Context: an optimization exercise on an open-source flow, tuned for small area and a short achievable clock period. The choices shown serve that exercise and are no tape-out recipe. Where RTL was checked, it was by simulation tests only, not by an equivalence proof against the original. The clock port is modelled as an ideal driver; clocking choices that lean on that would not hold on a real chip.

Setup of run B:
==> module fir_filter_top, before the edit <==
module fir_filter_top #(
    parameter WIDTH = 16,
    parameter TAPS = 8,
    parameter COEFF_SUM = 20
) (
    input wire clk,
    input wire rst,
    input wire signed [WIDTH-1:0] x_in,
    output wire signed [WIDTH+3:0] y_out_raw,
    output wire signed [WIDTH+3:0] y_out
);
    function [5:0] dstep(input [4:0] r, input b);
        begin
            dstep[5] = r[3] | r[4] | (r[2] & b);
            dstep[0] = b ? r[2] : r[0];
            dstep[1] = b ? r[0] : r[3];
            dstep[2] = b ? r[3] : r[1];
            dstep[3] = b ? r[1] : r[4];
            dstep[4] = b ? r[4] : r[2];
        end
    endfunction
    reg signed [15:0] xh0;         
    reg signed [15:0] xd [1:3];    
    reg [15:0] xn4;                
    reg signed [17:0] bh0;         
    reg signed [17:0] bd [1:4];    
    reg [17:0] bn5;                
    reg [4:1] vld;                 
    wire [17:0] ba_x = bh0;
    wire [17:0] ba_y = {{2{xh0[15]}}, xh0};
    wire [17:0] ba_z = {{2{xn4[15]}}, xn4};
    wire [17:0] ba_s = ba_x ^ ba_y ^ ba_z;
    wire [17:0] ba_c = (ba_x & ba_y) | (ba_x & ba_z) | (ba_y & ba_z);
    wire [17:0] bsum;
    fir_cpa #(.N(18)) b_add (.a(ba_s), .b({ba_c[16:0], 1'b1}), .s(bsum));
    always @(posedge clk or posedge rst) begin
        if (rst) begin
            xh0 <= 16'sd0;
            xn4 <= {16{1'b1}};
            bh0 <= 18'sd0;
            bn5 <= {18{1'b1}};
            vld <= 4'd0;
        end else begin
            xh0 <= x_in;
            xn4 <= ~(xd[3] & {16{vld[3]}});
            bh0 <= bsum;
            bn5 <= ~(bd[4] & {18{vld[4]}});
            vld <= {vld[3:1], 1'b1};
        end
    end
    integer i;
    always @(posedge clk) begin
        xd[1] <= xh0;
        for (i = 2; i < 4; i = i + 1) xd[i] <= xd[i-1];
        bd[1] <= bh0;
        for (i = 2; i < 5; i = i + 1) bd[i] <= bd[i-1];
    end
    reg signed [19:0] s2, s1, yraw;
    wire [19:0] sa_x = s2;
    wire [19:0] sa_y = {{2{bh0[17]}}, bh0};
    wire [19:0] sa_z = {{2{bn5[17]}}, bn5};
    wire [19:0] sa_s = sa_x ^ sa_y ^ sa_z;
    wire [19:0] sa_c = (sa_x & sa_y) | (sa_x & sa_z) | (sa_y & sa_z);
    wire [19:0] snext;
    fir_cpa #(.N(20)) s_add (.a(sa_s), .b({sa_c[18:0], 1'b1}), .s(snext));
    always @(posedge clk or posedge rst) begin
        if (rst) begin
            s2 <= 20'sd0;
            s1 <= 20'sd0;
            yraw <= 20'sd0;
        end else begin
            s2 <= snext;
            s1 <= s2;
            yraw <= s1;
        end
    end
    localparam SPLIT = 8;
    reg [4:0] ra [0:SPLIT];
    reg [SPLIT-1:0] qa;
    reg [5:0] ta;
    integer ka;
    always @(*) begin
        case (s2[19:18])
            2'b00:   ra[0] = 5'b00001;   
            2'b01:   ra[0] = 5'b00010;   
            2'b10:   ra[0] = 5'b01000;   
            default: ra[0] = 5'b10000;   
        endcase
        for (ka = 0; ka < SPLIT; ka = ka + 1) begin
            ta = dstep(ra[ka], s2[17-ka]);
            qa[SPLIT-1-ka] = ta[5];
            ra[ka+1] = ta[4:0];
        end
    end
    reg [SPLIT-1:0] qh;
    reg [4:0] rh;
    always @(posedge clk or posedge rst) begin
        if (rst) begin
            qh <= {SPLIT{1'b0}};
            rh <= 5'b00001;
        end else begin
            qh <= qa;
            rh <= ra[SPLIT];
        end
    end
    reg [4:0] rb [SPLIT:16];
    reg [15-SPLIT:0] qb;
    reg [5:0] tb;
    integer kb;
    always @(*) begin
        rb[SPLIT] = rh;
        for (kb = SPLIT; kb < 16; kb = kb + 1) begin
            tb = dstep(rb[kb], s1[17-kb]);
            qb[15-kb] = tb[5];
            rb[kb+1] = tb[4:0];
        end
    end
    wire inc = s1[19] & ((|s1[1:0]) | ~rb[16][0]);
    wire [15:0] fq = {qh, qb};
    wire [3:0] nib_ones = {&fq[15:12], &fq[11:8], &fq[7:4], &fq[3:0]};
    wire [3:0] nib_c = {inc & nib_ones[0] & nib_ones[1] & nib_ones[2],
                        inc & nib_ones[0] & nib_ones[1], inc & nib_ones[0], inc};
    wire [15:0] cy;
    assign cy[0] = nib_c[0];
    assign cy[1] = nib_c[0] & fq[0];
    assign cy[2] = nib_c[0] & fq[0] & fq[1];
    assign cy[3] = nib_c[0] & fq[0] & fq[1] & fq[2];
    assign cy[4] = nib_c[1];
    assign cy[5] = nib_c[1] & fq[4];
    assign cy[6] = nib_c[1] & fq[4] & fq[5];
    assign cy[7] = nib_c[1] & fq[4] & fq[5] & fq[6];
    assign cy[8] = nib_c[2];
    assign cy[9] = nib_c[2] & fq[8];
    assign cy[10] = nib_c[2] & fq[8] & fq[9];
    assign cy[11] = nib_c[2] & fq[8] & fq[9] & fq[10];
    assign cy[12] = nib_c[3];
    assign cy[13] = nib_c[3] & fq[12];
    assign cy[14] = nib_c[3] & fq[12] & fq[13];
    assign cy[15] = nib_c[3] & fq[12] & fq[13] & fq[14];
    wire [15:0] q = fq ^ cy;
    reg [15:0] ydiv;
    always @(posedge clk or posedge rst) begin
        if (rst) ydiv <= 16'd0;
        else     ydiv <= q;
    end
    assign y_out_raw = yraw;
    assign y_out = {{4{ydiv[15]}}, ydiv};
endmodule
==> flow/config.mk <==
export PLATFORM = sky130hd
export DESIGN_NAME = fir_filter_top
export DESIGN_NICKNAME = fir_filter_top
export VERILOG_FILES = /design/flow/design.v
export SDC_FILE = /design/flow/constraint.sdc
export NUM_CORES = 4
export LEC_CHECK = 0
export ABC_AREA = 1
export CAP_MARGIN = 20
export CORE_MARGIN = 2
export CORE_UTILIZATION = 40
export SLEW_MARGIN = 20
==> flow/constraint.sdc <==
create_clock -name core_clock -period 10.0 [get_ports {clk}]
set_input_delay 2.0000 -clock core_clock [delete_from_list [all_inputs] [get_ports {clk}]]
set_output_delay 2.0000 -clock core_clock [all_outputs]
set_load 0.01 [all_outputs]
standard.sh (not shown) runs the stock make flow with config.mk's settings and CLKGATE_MAP_FILE= SYNTH_SCRIPT=/design/flow/synth_recipe.tcl, a recipe that flattens the netlist after the stock synthesis.
==> flow/flow/run.sh <==
#!/bin/bash
# The standard layout flow, with small port buffers, a clock tree built
# from one buffer type without dummy loads, and after CTS a setup repair that
# aims for a 3.05 ns period (the SDC keeps the design's 10 ns clock).
set -euo pipefail
bash standard.sh \
  "BUFFER_PORTS_ARGS=-buffer_cell sky130_fd_sc_hd__buf_1" \
  "CTS_ARGS=-sink_clustering_enable -repair_clock_nets -buf_list sky130_fd_sc_hd__clkbuf_16 -root_buf sky130_fd_sc_hd__clkbuf_16 -sink_clustering_size 24 -sink_clustering_max_diameter 100 -dont_use_dummy_load" \
  "POST_CTS_TCL=$PWD/flow/post_cts.tcl" \
  finish > standard.log 2>&1
==> flow/flow/post_cts.tcl <==
estimate_parasitics -placement
repair_timing -setup -setup_margin 7.0 -repair_tns 100
detailed_placement
#### Input delta (run A over run B)
--- a/flow/design.v
+++ b/flow/design.v
@@ -179,12 +179,19 @@
     assign cy[13] = nib_c[3] & fq[12];
     assign cy[14] = nib_c[3] & fq[12] & fq[13];
     assign cy[15] = nib_c[3] & fq[12] & fq[13] & fq[14];
     wire [15:0] q = fq ^ cy;
+    wire sneg = s1[19] & ~((&s1[18:5]) & (s1[4:0] >= 5'd13));
     reg [15:0] ydiv;
+    reg ysgn;
     always @(posedge clk or posedge rst) begin
-        if (rst) ydiv <= 16'd0;
-        else     ydiv <= q;
+        if (rst) begin
+            ydiv <= 16'd0;
+            ysgn <= 1'b0;
+        end else begin
+            ydiv <= q;
+            ysgn <= sneg;
+        end
     end
     assign y_out_raw = yraw;
-    assign y_out = {{4{ydiv[15]}}, ydiv};
+    assign y_out = {{3{ysgn}}, ydiv[15], ydiv};
 endmodule
==> summary.txt <==
- Run A gives less clock skew than run B did.
- Run comparison: run B destination of the critical timing path y_out[16]; run A destination of the critical timing path y_out_raw[5]
- | multiplexer share of the synthesized area | run A vs run B | ≈ equal |
- Diff run B -> run A: area of all placed cells without fillers has remained practically unchanged; clock buffer and inverter area fraction after layout level.
- | met2 layer usage reported by global route | higher: run B |
- On post-route antenna net violation count, run B and run A are basically level.
- Between run B and run A, final worst setup slack is higher for run A, run B comes in under that.
- Compared with run B, run A shows area after synthesis higher by 50 sq um.
- | post-route fraction of the period consumed by the critical path | run A vs run B | 0.39 points lower |
- Number of instances in the placed design ended up about 0.33% higher on run A than on run B.
- Between run A and run B, the post-synthesis area per instance figures differ only marginally.

========
fir_filter_top, a different RTL version from the one above (not shown whole).
For scale: about 58 I/O pins.
==> module fir_filter_top, before the edit <==
module fir_filter_top #(
    parameter WIDTH = 16,
    parameter TAPS = 8,
    parameter COEFF_SUM = 20
) (
    input wire clk,
    input wire rst,
    input wire signed [WIDTH-1:0] x_in,
    output wire signed [WIDTH+3:0] y_out_raw,
    output wire signed [WIDTH+3:0] y_out
);
    function [5:0] dstep(input [4:0] r, input b);
        begin
            dstep[5] = r[3] | r[4] | (r[2] & b);
            dstep[0] = b ? r[2] : r[0];
            dstep[1] = b ? r[0] : r[3];
            dstep[2] = b ? r[3] : r[1];
            dstep[3] = b ? r[1] : r[4];
            dstep[4] = b ? r[4] : r[2];
        end
    endfunction
    reg signed [15:0] xh [0:2];    
    reg signed [17:0] t;           
    reg signed [17:0] bh [0:4];    
    reg [17:0] bn5;                
    wire [17:0] tx0 = {{2{xh[0][15]}}, xh[0]};
    wire [17:0] tx1 = {{2{xh[1][15]}}, xh[1]};
    wire [17:0] tx2 = {{2{xh[2][15]}}, xh[2]};
    wire [17:0] ta_s = tx0 ^ tx1 ^ tx2;
    wire [17:0] ta_c = (tx0 & tx1) | (tx0 & tx2) | (tx1 & tx2);
    wire [17:0] tsum, bsum;
    fir_cpa #(.N(18)) t_add (.a(ta_s), .b({ta_c[16:0], 1'b0}), .s(tsum));
    fir_cpa #(.N(18)) b_add (.a(tx0), .b(t), .s(bsum));
    integer i;
    always @(posedge clk or posedge rst) begin
        if (rst) begin
            for (i = 0; i < 3; i = i + 1) xh[i] <= 16'sd0;
            t <= 18'd0;
            for (i = 0; i < 5; i = i + 1) bh[i] <= 18'd0;
            bn5 <= {18{1'b1}};
        end else begin
            xh[0] <= x_in;
            for (i = 1; i < 3; i = i + 1) xh[i] <= xh[i-1];
            t <= tsum;
            bh[0] <= bsum;
            for (i = 1; i < 5; i = i + 1) bh[i] <= bh[i-1];
            bn5 <= ~bh[4];
        end
    end
    reg signed [19:0] s2, s1, yraw;
    wire [19:0] sa_x = s2;
    wire [19:0] sa_y = {{2{bh[0][17]}}, bh[0]};
    wire [19:0] sa_z = {{2{bn5[17]}}, bn5};
    wire [19:0] sa_s = sa_x ^ sa_y ^ sa_z;
    wire [19:0] sa_c = (sa_x & sa_y) | (sa_x & sa_z) | (sa_y & sa_z);
    wire [19:0] snext;
    fir_cpa #(.N(20)) s_add (.a(sa_s), .b({sa_c[18:0], 1'b1}), .s(snext));
    always @(posedge clk or posedge rst) begin
        if (rst) begin
            s2 <= 20'sd0;
            s1 <= 20'sd0;
            yraw <= 20'sd0;
        end else begin
            s2 <= snext;
            s1 <= s2;
            yraw <= s1;
        end
    end
    localparam SPLIT = 8;
    reg [4:0] ra [0:SPLIT];
    reg [SPLIT-1:0] qa;
    reg [5:0] ta;
    integer ka;
    always @(*) begin
        case (s2[19:18])
            2'b00:   ra[0] = 5'b00001;   
            2'b01:   ra[0] = 5'b00010;   
            2'b10:   ra[0] = 5'b01000;   
            default: ra[0] = 5'b10000;   
        endcase
        for (ka = 0; ka < SPLIT; ka = ka + 1) begin
            ta = dstep(ra[ka], s2[17-ka]);
            qa[SPLIT-1-ka] = ta[5];
            ra[ka+1] = ta[4:0];
        end
    end
    reg [SPLIT-1:0] qh;
    reg [4:0] rh;
    always @(posedge clk or posedge rst) begin
        if (rst) begin
            qh <= {SPLIT{1'b0}};
            rh <= 5'b00001;
        end else begin
            qh <= qa;
            rh <= ra[SPLIT];
        end
    end
    reg [4:0] rb [SPLIT:16];
    reg [15-SPLIT:0] qb;
    reg [5:0] tb;
    integer kb;
    always @(*) begin
        rb[SPLIT] = rh;
        for (kb = SPLIT; kb < 16; kb = kb + 1) begin
            tb = dstep(rb[kb], s1[17-kb]);
            qb[15-kb] = tb[5];
            rb[kb+1] = tb[4:0];
        end
    end
    wire inc = s1[19] & ((|s1[1:0]) | ~rb[16][0]);
    wire [15:0] fq = {qh, qb};
    wire [3:0] nib_ones = {&fq[15:12], &fq[11:8], &fq[7:4], &fq[3:0]};
    wire [3:0] nib_c = {inc & nib_ones[0] & nib_ones[1] & nib_ones[2],
                        inc & nib_ones[0] & nib_ones[1], inc & nib_ones[0], inc};
    wire [15:0] cy;
    assign cy[0] = nib_c[0];
    assign cy[1] = nib_c[0] & fq[0];
    assign cy[2] = nib_c[0] & fq[0] & fq[1];
    assign cy[3] = nib_c[0] & fq[0] & fq[1] & fq[2];
    assign cy[4] = nib_c[1];
    assign cy[5] = nib_c[1] & fq[4];
    assign cy[6] = nib_c[1] & fq[4] & fq[5];
    assign cy[7] = nib_c[1] & fq[4] & fq[5] & fq[6];
    assign cy[8] = nib_c[2];
    assign cy[9] = nib_c[2] & fq[8];
    assign cy[10] = nib_c[2] & fq[8] & fq[9];
    assign cy[11] = nib_c[2] & fq[8] & fq[9] & fq[10];
    assign cy[12] = nib_c[3];
    assign cy[13] = nib_c[3] & fq[12];
    assign cy[14] = nib_c[3] & fq[12] & fq[13];
    assign cy[15] = nib_c[3] & fq[12] & fq[13] & fq[14];
    wire [15:0] q = fq ^ cy;
    reg [15:0] ydiv;
    always @(posedge clk or posedge rst) begin
        if (rst) ydiv <= 16'd0;
        else     ydiv <= q;
    end
    assign y_out_raw = yraw;
    assign y_out = {{4{ydiv[15]}}, ydiv};
endmodule
clock: 10.0 ns
lec_check: 0
abc_area: 1
cap_margin: 20
core_margin: 2
core_utilization: 40
slew_margin: 20
==> flow/flow/run.sh <==
#!/bin/bash
# The standard layout flow, with small port buffers, a clock tree built
# from one buffer type without dummy loads, and after CTS a setup repair that
# aims for a 3.05 ns period (the SDC keeps the design's 10 ns clock).
set -euo pipefail
bash standard.sh \
  "BUFFER_PORTS_ARGS=-buffer_cell sky130_fd_sc_hd__buf_1" \
  "CTS_ARGS=-sink_clustering_enable -repair_clock_nets -buf_list sky130_fd_sc_hd__clkbuf_8 -root_buf sky130_fd_sc_hd__clkbuf_16 -sink_clustering_size 19 -sink_clustering_max_diameter 60 -dont_use_dummy_load" \
  "POST_CTS_TCL=$PWD/flow/post_cts.tcl" \
  finish > standard.log 2>&1
Scripts as last shown in full above: flow/flow/post_cts.tcl
The starting point finished with timing, DRC and antenna clean.
Next try:
--- a/flow/design.v
+++ b/flow/design.v
@@ -60,31 +60,30 @@
             dstep[3] = b ? r[1] : r[4];
             dstep[4] = b ? r[4] : r[2];
         end
     endfunction
-    reg signed [15:0] xh [0:2];    
-    reg signed [17:0] t;           
+    reg signed [15:0] xh [0:3];    
+    reg [15:0] xn4;                
     reg signed [17:0] bh [0:4];    
     reg [17:0] bn5;                
-    wire [17:0] tx0 = {{2{xh[0][15]}}, xh[0]};
-    wire [17:0] tx1 = {{2{xh[1][15]}}, xh[1]};
-    wire [17:0] tx2 = {{2{xh[2][15]}}, xh[2]};
-    wire [17:0] ta_s = tx0 ^ tx1 ^ tx2;
-    wire [17:0] ta_c = (tx0 & tx1) | (tx0 & tx2) | (tx1 & tx2);
-    wire [17:0] tsum, bsum;
-    fir_cpa #(.N(18)) t_add (.a(ta_s), .b({ta_c[16:0], 1'b0}), .s(tsum));
-    fir_cpa #(.N(18)) b_add (.a(tx0), .b(t), .s(bsum));
+    wire [17:0] ba_x = bh[0];
+    wire [17:0] ba_y = {{2{xh[0][15]}}, xh[0]};
+    wire [17:0] ba_z = {{2{xn4[15]}}, xn4};
+    wire [17:0] ba_s = ba_x ^ ba_y ^ ba_z;
+    wire [17:0] ba_c = (ba_x & ba_y) | (ba_x & ba_z) | (ba_y & ba_z);
+    wire [17:0] bsum;
+    fir_cpa #(.N(18)) b_add (.a(ba_s), .b({ba_c[16:0], 1'b1}), .s(bsum));
     integer i;
     always @(posedge clk or posedge rst) begin
         if (rst) begin
-            for (i = 0; i < 3; i = i + 1) xh[i] <= 16'sd0;
-            t <= 18'd0;
+            for (i = 0; i < 4; i = i + 1) xh[i] <= 16'sd0;
+            xn4 <= {16{1'b1}};
             for (i = 0; i < 5; i = i + 1) bh[i] <= 18'd0;
             bn5 <= {18{1'b1}};
         end else begin
             xh[0] <= x_in;
-            for (i = 1; i < 3; i = i + 1) xh[i] <= xh[i-1];
-            t <= tsum;
+            for (i = 1; i < 4; i = i + 1) xh[i] <= xh[i-1];
+            xn4 <= ~xh[3];
             bh[0] <= bsum;
             for (i = 1; i < 5; i = i + 1) bh[i] <= bh[i-1];
             bn5 <= ~bh[4];
         end
After rerunning: The new run produced a clean layout. Final area went down by 0.83%. Wire length went down by 4.8%. Synthesized cell count went down by 4.8%. Global-route usage went down by 0.56 points. Synthesized area went down by 0.80%. Hold slack loses 4.9 ps. Utilization went down by 0.12 points. Setup slack loses 23 ps. Cell count went down by 3.3%. Sequential cell count went up by 14.
No functional check of the RTL was part of the second run of this note.

==> re-timing with driven ports <==
How much do the figures lean on ideal ports? The routed layouts below were timed once more, with nothing changed but the port constraints.
Step 1 sets driving cells, clkbuf_16 on the clock port and buf_2 on the other inputs (assumed; they add their load-dependent delay and slew).
Step 2, shift: input delay + t, output delay - t, t = (earliest + latest rising clock arrival at the registers) / 2. This alone moves slack from input paths to output paths.
a / b / c = ideal ports / drivers / drivers and shift; a / b = the first two.
run	shift t [ns]	slack for setup (ns)	worst setup path at the end
run B	0.518	6.974 / 6.932 / 6.735	input, reset recovery
run A	0.510	7.013 / 6.971 / 6.701	input, reset recovery
the first run of note 2	0.514	6.989 / 6.947 / 6.584	input, reset recovery
the second run of note 2	0.512	6.966 / 6.925 / 6.631	input, reset recovery
After both steps every run listed still meets setup and hold. The setup slack of the first run of note 2, which loses most, moves by -0.042 ns with the drivers and by -0.405 ns with both steps. The worst setup slack also covers recovery checks on asynchronous resets.
